Context: an optimization exercise on an open-source flow, tuned for small area. The choices shown serve that exercise and are no tape-out recipe. Function was checked by simulation only, so behaviour that the tests miss may differ from the original.

==> flow/design.v <==
module AHB_Master_ALU_REG_pipelined (
    input wire        HCLK,        
    input wire        HRESETn,     
    output reg [31:0] HADDR,       
    output reg [2:0] HBURST,         
    output reg [2:0]  HSIZE,       
    output reg [1:0]  HTRANS,      
    output reg [31:0] HWDATA,      
    output reg        HWRITE,      
    input wire [31:0] HRDATA,      
    input wire        HREADY,      
    input wire        HRESP,
    input wire [63:0] cpu_inst
);
    wire [31:0] ReadData1, ReadData2;
    wire [31:0] ALUResult;
    reg RegWrite;
    reg [31:0] WriteData;
    reg type_data ;
    reg ALU_REG;
    reg write_read;
    reg [7:0] burst_length;
    reg [2:0] ReadReg1_ADDR;  
    reg [2:0] ReadReg2_ADDR;   
    reg [2:0] WriteReg_ADDR;   
    reg [2:0] AlU_OP;
    reg [2:0] WriteReg_ADDR2;
    reg [31:0] HWDATA_t;
    reg [31:0] HADDR_delay;
ALU alu(
    .A(ReadData1),
    .B(ReadData2),
    .AlU_OP(AlU_OP),
    .Result(ALUResult)
);
RegisterFile rf(
    .clk(HCLK),
    .rst_n(HRESETn),
    .ReadReg1_ADDR(ReadReg1_ADDR),
    .ReadReg2_ADDR(ReadReg2_ADDR),
    .WriteReg_ADDR(WriteReg_ADDR2),
    .WriteData(WriteData),
    .RegWrite(RegWrite),
    .ReadData1(ReadData1),
    .ReadData2(ReadData2)
);
localparam      IDLE         = 2'b00,
                BUSY     = 2'b01,
                NONSEQ   = 2'b10,
                SEQ      = 2'b11;
reg [9:0] burst_counter;
reg work;
always @(posedge HCLK or negedge HRESETn) begin
    if (!HRESETn)
        HADDR_delay <= 32'b0;
    else
        HADDR_delay <= cpu_inst [63:32];
end
always @(posedge HCLK or negedge HRESETn) begin
    if (!HRESETn)
    begin   
        HTRANS <= IDLE;   
        HADDR <= 32'b0;
        HBURST <= 3'b0;
        HSIZE <= 3'b0;
        HWDATA <= 32'b0;
        HWRITE <= 1'b0;
        RegWrite <= 1'b0;
        WriteData <= 32'b0;
        type_data <= 1'b0;
        ALU_REG <= 1'b0;
        write_read <= 1'b0;
        burst_length <= 8'b0;
        ReadReg1_ADDR <= 3'b0;
        ReadReg2_ADDR <= 3'b0;
        WriteReg_ADDR <= 3'b0;
        AlU_OP <= 3'b0;
        WriteReg_ADDR2 <= 3'b0;
        HWDATA_t <= 32'b0;
        burst_counter <= 10'b0;
        work <= 1'b0;
    end
    else
begin
        RegWrite <= 0;
        case (HTRANS)
            IDLE:begin
                if (type_data == 1)
                begin
                    if(ALU_REG)
                        begin
                            if(write_read)
                            begin
                                WriteData   <= ALUResult;
                                RegWrite    <= 1;
                            end                           
                             else
                            begin
                                HWDATA_t      <= ALUResult;
                                RegWrite    <= 0;
                            end                        end
                        else
                        begin
                            if (HWRITE)
                            begin
                                WriteData   <= HRDATA;
                                RegWrite    <= 1;
                            end
                            else
                            begin
                                HWDATA_t      <= ReadData1;
                                RegWrite    <= 0;
                            end
                        end
                        type_data <= 1;
                end
                type_data <= 1;
                HADDR <= HADDR_delay;
                HSIZE <= cpu_inst[6:4];  
                HWRITE <= cpu_inst[0];   
                HBURST <= cpu_inst[3:1];
                work <= cpu_inst[7];
                write_read <= cpu_inst [31];
                ALU_REG <= cpu_inst [18];
                burst_length <= cpu_inst[15:8];
                ReadReg1_ADDR <= cpu_inst[21:19]; 
                ReadReg2_ADDR <=  cpu_inst[24:22]; 
                WriteReg_ADDR <=  cpu_inst[27:25]; 
                WriteReg_ADDR2 <= WriteReg_ADDR;
                HWDATA <= HWDATA_t;
                AlU_OP <= cpu_inst [30:28];
                if (HREADY && work) begin
                    HTRANS <= NONSEQ;
                    burst_counter <= 0;        
                end
            end 
            BUSY:begin
                work <= cpu_inst[7];
                if (work) begin
                    HTRANS <= IDLE; 
                end
            end
            NONSEQ:begin
                type_data <= 1;
                HADDR <= HADDR_delay;
                HSIZE <= cpu_inst[6:4];  
                HWRITE <= cpu_inst[0];   
                HBURST <= cpu_inst[3:1];
                work <= cpu_inst[7];
                write_read <= cpu_inst [31];
                ALU_REG <= cpu_inst [18];
                burst_length <= cpu_inst[15:8];
                ReadReg1_ADDR <= cpu_inst[21:19]; 
                ReadReg2_ADDR <=  cpu_inst[24:22]; 
                WriteReg_ADDR <=  cpu_inst[27:25]; 
                WriteReg_ADDR2 <= WriteReg_ADDR;
                HWDATA <= HWDATA_t;
                AlU_OP <= cpu_inst [30:28];
                if(ALU_REG)
                        begin
                            if(write_read)
                            begin
                                WriteData   <= ALUResult;
                                RegWrite    <= 1;
                            end
                            else
                            begin
                                HWDATA_t      <= ALUResult;
                                RegWrite    <= 0;
                            end
                        end
                        else
                        begin
                            if (HWRITE)
                            begin
                                WriteData   <= HRDATA;
                                RegWrite    <= 1;
                            end
                            else
                            begin
                                HWDATA_t      <= ReadData1;
                                RegWrite    <= 0;
                            end
                        end
                if (HREADY) begin
                    if (!work)
                    HTRANS <= BUSY;
                    else if (HBURST) begin
                        type_data <= 1;
                        burst_counter <= burst_counter + 1;
                        HTRANS <= SEQ;
                    end else begin
                        type_data <= 1;
                        HTRANS <= IDLE;
                    end
                end
            end  
            SEQ:begin
                HWDATA <= HWDATA_t;
                ReadReg1_ADDR <= ReadReg1_ADDR +1;
                WriteReg_ADDR <=  WriteReg_ADDR;
                WriteReg_ADDR2 <= WriteReg_ADDR;
                RegWrite    <= 0;
                if (HREADY) begin
                    if(ALU_REG)
                        begin
                            if(write_read)
                            begin
                                WriteData   <= ALUResult;
                                RegWrite    <= 1;
                            end
                            else
                            begin
                                HWDATA_t      <= ALUResult;
                                RegWrite    <= 0;
                            end                        end
                        else
                        begin
                            if (HWRITE)
                            begin
                                WriteData   <= HRDATA;
                                RegWrite    <= 1;
                            end
                            else
                            begin
                                HWDATA_t      <= ReadData1;
                                RegWrite    <= 0;
                            end
                        end
                    HADDR <= HADDR + (4 << HSIZE); 
                        burst_counter <= burst_counter + 1;
                    if (!work)
                    HTRANS <= BUSY;
                    else if(HBURST == 3'b001 && burst_counter * HSIZE < 8'b11111111 && burst_counter < burst_length-1)
                    HTRANS <= SEQ;
                        else begin
                        HTRANS <= IDLE;
                    end
                end  
            end
            default:HTRANS <= IDLE;
        endcase
    end
end
endmodule
module ALU(
    input [31:0] A,    
    input [31:0] B,       
    input [2:0] AlU_OP,   
    output reg [31:0] Result 
);
    always @(*) begin
        case (AlU_OP)
            3'b000: Result = A + B;     
            3'b001: Result = A - B;     
            3'b010: Result = A & B;     
            3'b011: Result = A | B;     
            3'b100: Result = A ^ B;     
            3'b101: Result = ~A;        
            3'b110: Result = A << 1;    
            3'b111: Result = A >> 1;    
            default: Result = 8'b0;
        endcase
    end
endmodule
module RegisterFile(
    input clk,
    input rst_n,
    input [2:0] ReadReg1_ADDR,
    input [2:0] ReadReg2_ADDR,
    input [2:0] WriteReg_ADDR,
    input [31:0] WriteData,
    input RegWrite,
    output [31:0] ReadData1,
    output [31:0] ReadData2
);
    reg [31:0] registers [7:0]; 
    assign ReadData1 = registers[ReadReg1_ADDR];
    assign ReadData2 = registers[ReadReg2_ADDR];
    integer i;
    always @(posedge clk or negedge rst_n) begin
        if (!rst_n) begin
            for (i = 0; i < 8; i = i + 1)
                registers[i] <= 32'b0;
        end
        else if (RegWrite) begin
            registers[WriteReg_ADDR] <= WriteData;
        end
    end
endmodule
==> flow/run.sh <==
#!/bin/bash
# synth_recipe.tcl (not shown) runs the flow's synth.tcl, then flattens the netlist and writes it again
# the make line also repeats each setting of config.mk as NAME=value (left out here)
make -C /OpenROAD-flow-scripts/flow DESIGN_CONFIG=/design/flow/config.mk WORK_HOME=/design/flow/orfs CLKGATE_MAP_FILE= SYNTH_SCRIPT=/design/flow/synth_recipe.tcl finish
==> flow/config.mk <==
export PLATFORM = sky130hd
export DESIGN_NAME = AHB_Master_ALU_REG_pipelined
export DESIGN_NICKNAME = AHB_Master_ALU_REG_pipelined
export VERILOG_FILES = /design/flow/design.v
export SDC_FILE = /design/flow/constraint.sdc
export NUM_CORES = 4
export LEC_CHECK = 0
export CAP_MARGIN = 20
export CORE_MARGIN = 2
export CORE_UTILIZATION = 40
export PLACE_DENSITY = 0.6
export SLEW_MARGIN = 20
==> flow/constraint.sdc <==
create_clock -name core_clock -period 6.0 [get_ports {HCLK}]
set_input_delay 1.2000 -clock core_clock [delete_from_list [all_inputs] [get_ports {HCLK}]]
set_output_delay 1.2000 -clock core_clock [all_outputs]
set_load 0.01 [all_outputs]
==> results.py <==
metrics = {
    "timing": {
        "holdWs_ns": 0.445,
        "clock_skew_ns": 0.0128,
        "fin_tns_setup_ns": 0,
        "final-hold-violation-count": 0,
        "setup_viol": 0,
        "rsz0062_at_grt": "no",
        "worst_pin_slew_ns": 0.949,
        "drv_slew": 0,
        "period_minus_slack_ns": 5.65,
        "timing.fmax_mhz": 177,
        "period_share_pct": 94.2,
        "relSlewSlack_pct": 35.9,
    },
    "placed_design": {
        "gp_congestion": 0.889,
        "port_buffers": 169,
        "hpwl_um": 64700,
        "placed_cell_area_um2": 32400,
        "place_inst": 4012,
    },
    "cts": {
        "ctsRootBufferMaster": "clkbuf_16",
        "clock_latency_ns": 0.62,
        "cts.htree.levels": 2,
        "cts_tree": "done",
        "clockBufferDepth": 3,
        "postCtsHoldBufs": 0,
        "cts-buffers-inserted": 52,
        "clkTransAtPathRegs_ns": 0.06,
        "clock_sinks": 463,
    },
    "die": {
        "die_w_um": 271,
        "die_height_um": 271,
        "fp-row-count": 98,
        "io_pins": 173,
        "core-area_um2": 71100,
        "start_util_pct": 40.2,
        "die_area_um2": 73700,
    },
    "final_layout": {
        "final_net_count": 3369,
        "finalNonFillerCells": 4111,
        "final_layout_size_suffix_gt1_share_pct": 22.8,
        "final_area_um2": 34200,
        "fillers": 6573,
        "syn2layout_area_growth_pct": 19.5,
    },
    "logic_synthesis": {
        "synth_seq_cells": 463,
        "yosys.cell_types.count": 98,
        "postSynthCellCount": 2864,
        "ys_top_cells_by_area": "dfrtp_1 41%, mux2_2 14%, ha_1 6.2%, nand2_1 3.6%, a21oi_1 2.9%",
        "ys.flop_type": "dfrtp_1",
        "synth_common_cells": "463 x dfrtp_1, 345 x mux2_2, 274 x nand2_1",
        "ys_seq_area_share_pct": 40.5,
        "synth.most_common_cell": "dfrtp_1",
        "yosys_warnings": 4,
        "async_reset_ff_share_pct": 100,
        "avgSynthCellArea_um2": 9.99,
        "synth_edf_count": 0,
        "synth_area_um2": 28600,
        "synth_top_area_share_pct": 40.5,
        "syn_nets": 3116,
        "synth_top_area_cell": "dfrtp_1",
    },
    "routing": {
        "antenna_left": 0,
        "drc": 0,
        "vias": 24100,
        "viasPerCell": 5.86,
        "wl_per_cell_um": 22.9,
        "first_iter_violations": 2025,
        "routed_wl_um": 94300,
        "drt_first_pass_iters": 8,
    },
    "critical_path": {
        "path_cells": "buf_4 -> nor2b_1 -> buf_4 -> buf_4 -> a222oi_1 -> o2bb2ai_2 -> inv_2 -> nor4_4 -> nand2_2 -> o21ai_0 -> xnor2_1 -> ha_1 -> a21o_1 -> a21o_1 -> a21oi_1 -> buf_4 -> o21ai_0 -> o21ba_2 -> o31ai_1 -> a21oi_1 -> mux2_2 -> o311ai_0 -> buf_4 -> a21oi_1",
        "cp_top_family": "compound AO/OA/AOI/OAI gates",
        "cp.arrival_ns": 6.15,
        "slowest_stage": "dfrtp_4",
        "crit_buf_inv": 6,
        "crit_type": "register to register",
        "path_depth": 24,
        "crit_required_ns": 6.50,
        "crit_top_cell": "buf_4",
        "critPathLaunchType": "register",
        "critPathMaxFanout": 12,
        "worst_setup_path_end_kind": "register",
        "slowest_delay_ns": 0.59,
        "reg2regPathDepth": 24,
    },
    "grt": {
        "grt-ovfl-total": 0,
        "grt_max_degree": 133,
        "grt_pass1_wl_um": 145000,
        "gr-usage-met1_pct": 32.5,
        "grtUsageMet3_pct": 4.09,
        "track_usage_pct": 25.3,
        "grt.busiest_layer": "met2",
        "grt_pass1_vias": 24400,
        "antenna_found_initial": 3,
        "grtUsageMet2_pct": 42.8,
    },
    "job": {
        "cap_violations": 0,
    },
    "hold_path": {
        "min_delay_path_depth": 2,
        "hold_path.class": "register to register",
    },
    "status": {
        "outcome": "no timing/DRC/antenna violations",
    },
}
[worst register-to-register path, stage by stage (launching register included)]
cell and delay [ns]:
dfrtp_4 0.59, buf_4 0.23, nor2b_1 0.15, buf_4 0.18, buf_4 0.18, a222oi_1 0.33
o2bb2ai_2 0.26, inv_2 0.12, nor4_4 0.26, nand2_2 0.12, o21ai_0 0.23, xnor2_1 0.19
ha_1 0.29, a21o_1 0.19, a21o_1 0.17, a21oi_1 0.20, buf_4 0.16, o21ai_0 0.06
o21ba_2 0.32, o31ai_1 0.13, a21oi_1 0.23, mux2_2 0.36, o311ai_0 0.33, buf_4 0.20
a21oi_1 0.06
[metal layers]
metal  wire length (um)  vias to the layer above
met5                  0                        -
met4               3500                        0
met3               6110                      177
met2              45100                      892
met1              39700                    12100
li1                   -                    10900
[cells by family (layout without fill, tap and decap cells)]
group | count (synthesis) | in the layout | synth area share (%)
compound gates | 716 | 716 | 17.1
simple gates | 700 | 700 | 11.2
flops | 463 | 463 | 40.5
mux | 437 | 437 | 17.3
buf+inv | 323 | 619 | 4.73
fa+ha+maj | 152 | 152 | 6.91
xor+xnor | 73 | 73 | 2.24
other cells | 0 | 1 | 0
[registers in the layout, summed over array words and instances (netlist names), 2 cells and up]
register and flops:
WriteReg_ADDR 3, WriteReg_ADDR2 3, ReadReg1_ADDR 3, WriteData 32, rf.registers 256, HWDATA_t 32, burst_counter 10, HADDR 32
HBURST 3, ReadReg2_ADDR 3, burst_length 8, HSIZE 3, HTRANS 2, HWDATA 32, AlU_OP 3, HADDR_delay 32
[path summary, 6_finish.rpt]
| path | start | to | slack (ns) |
|---|---|---|---|
| setup / recovery | ReadReg2_ADDR[1] | WriteData[23] | 0.35 |
| hold / removal | HADDR_delay[0] | HADDR[0] | 0.44 |
| setup reg to reg | ReadReg2_ADDR[1] | WriteData[23] | 0.35 |
| hold reg to reg | HADDR_delay[0] | HADDR[0] | 0.44 |
| max in group asynchronous | HRESETn | HADDR[6] | 4.15 |
| min in group asynchronous | HRESETn | HWDATA_t[12] | 0.58 |
[placed cells by master (no fill, tap or decap), drive strengths merged, types with 16 or more instances in the layout]
cell / count
a211oi: 24
a21o: 20
a21oi: 163
a221oi: 38
a222oi: 36
a22oi: 16
a31oi: 27
a41oi: 18
and3: 20
buf: 223
clkbuf: 72
clkdlybuf4s50: 168
clkinv: 17
dfrtp: 463
ha: 142
inv: 132
mux2: 350
mux2i: 76
nand2: 276
nand2b: 24
nand3: 29
nand4: 24
nor2: 218
nor2b: 21
nor3: 19
o211ai: 24
o21a: 26
o21ai: 170
o22ai: 30
o31ai: 27
xnor2: 58
[metrics by stage]
step                utilization [%]  worst slack (ns)
global placement               45.6             0.241
detailed placement             45.6             0.208
CTS                            48.0             0.180
finish                         48.0             0.345
floorplan                         -             0.956
global route                   48.0            0.0214
[cell type report]
cell class              count  area (um^2)  share of cell area [%]
multi-input cells        2078        15700                    46.0
flip-flops and latches    463        11600                    34.0
repair buffers            391         3440                    10.1
clock buffers              72         1470                    4.29
well taps                 950         1190                    3.48
inverters                 131          492                    1.44
clock inverters            25          270                   0.791
diodes                      1         2.50                 0.00732
[what timing repair did]
item	CTS	global route
endpoints found under the hold margin	0	0
buffers inserted	0	1
setup endpoints to repair	0	8
resized for setup	0	4

-- what the ideal ports hide --
The results above use ideal ports. As a check the final layout listed here was re-extracted and re-timed, cells and wires unchanged. Step 1: set_driving_cell puts a clkbuf_16 on HCLK and a buf_2 on each other input, an assumption about the parent block. Step 2 times the ports against the registers' clock, not the clock port: input delays grow and output delays shrink by t, the midpoint of the rising clock arrivals with the driver on. a / b / c = ideal / step 1 / step 2; a / b = the first two.
shift t [ns]: 0.673
slack for setup (ns): 0.345 / 0.345 / 0.345
worst slew at a driven data input, ns: 0.07
After both steps setup and hold are still met in this run. The setup slack of this run moves by 0.000 ns with the drivers and by 0.000 ns with both steps.
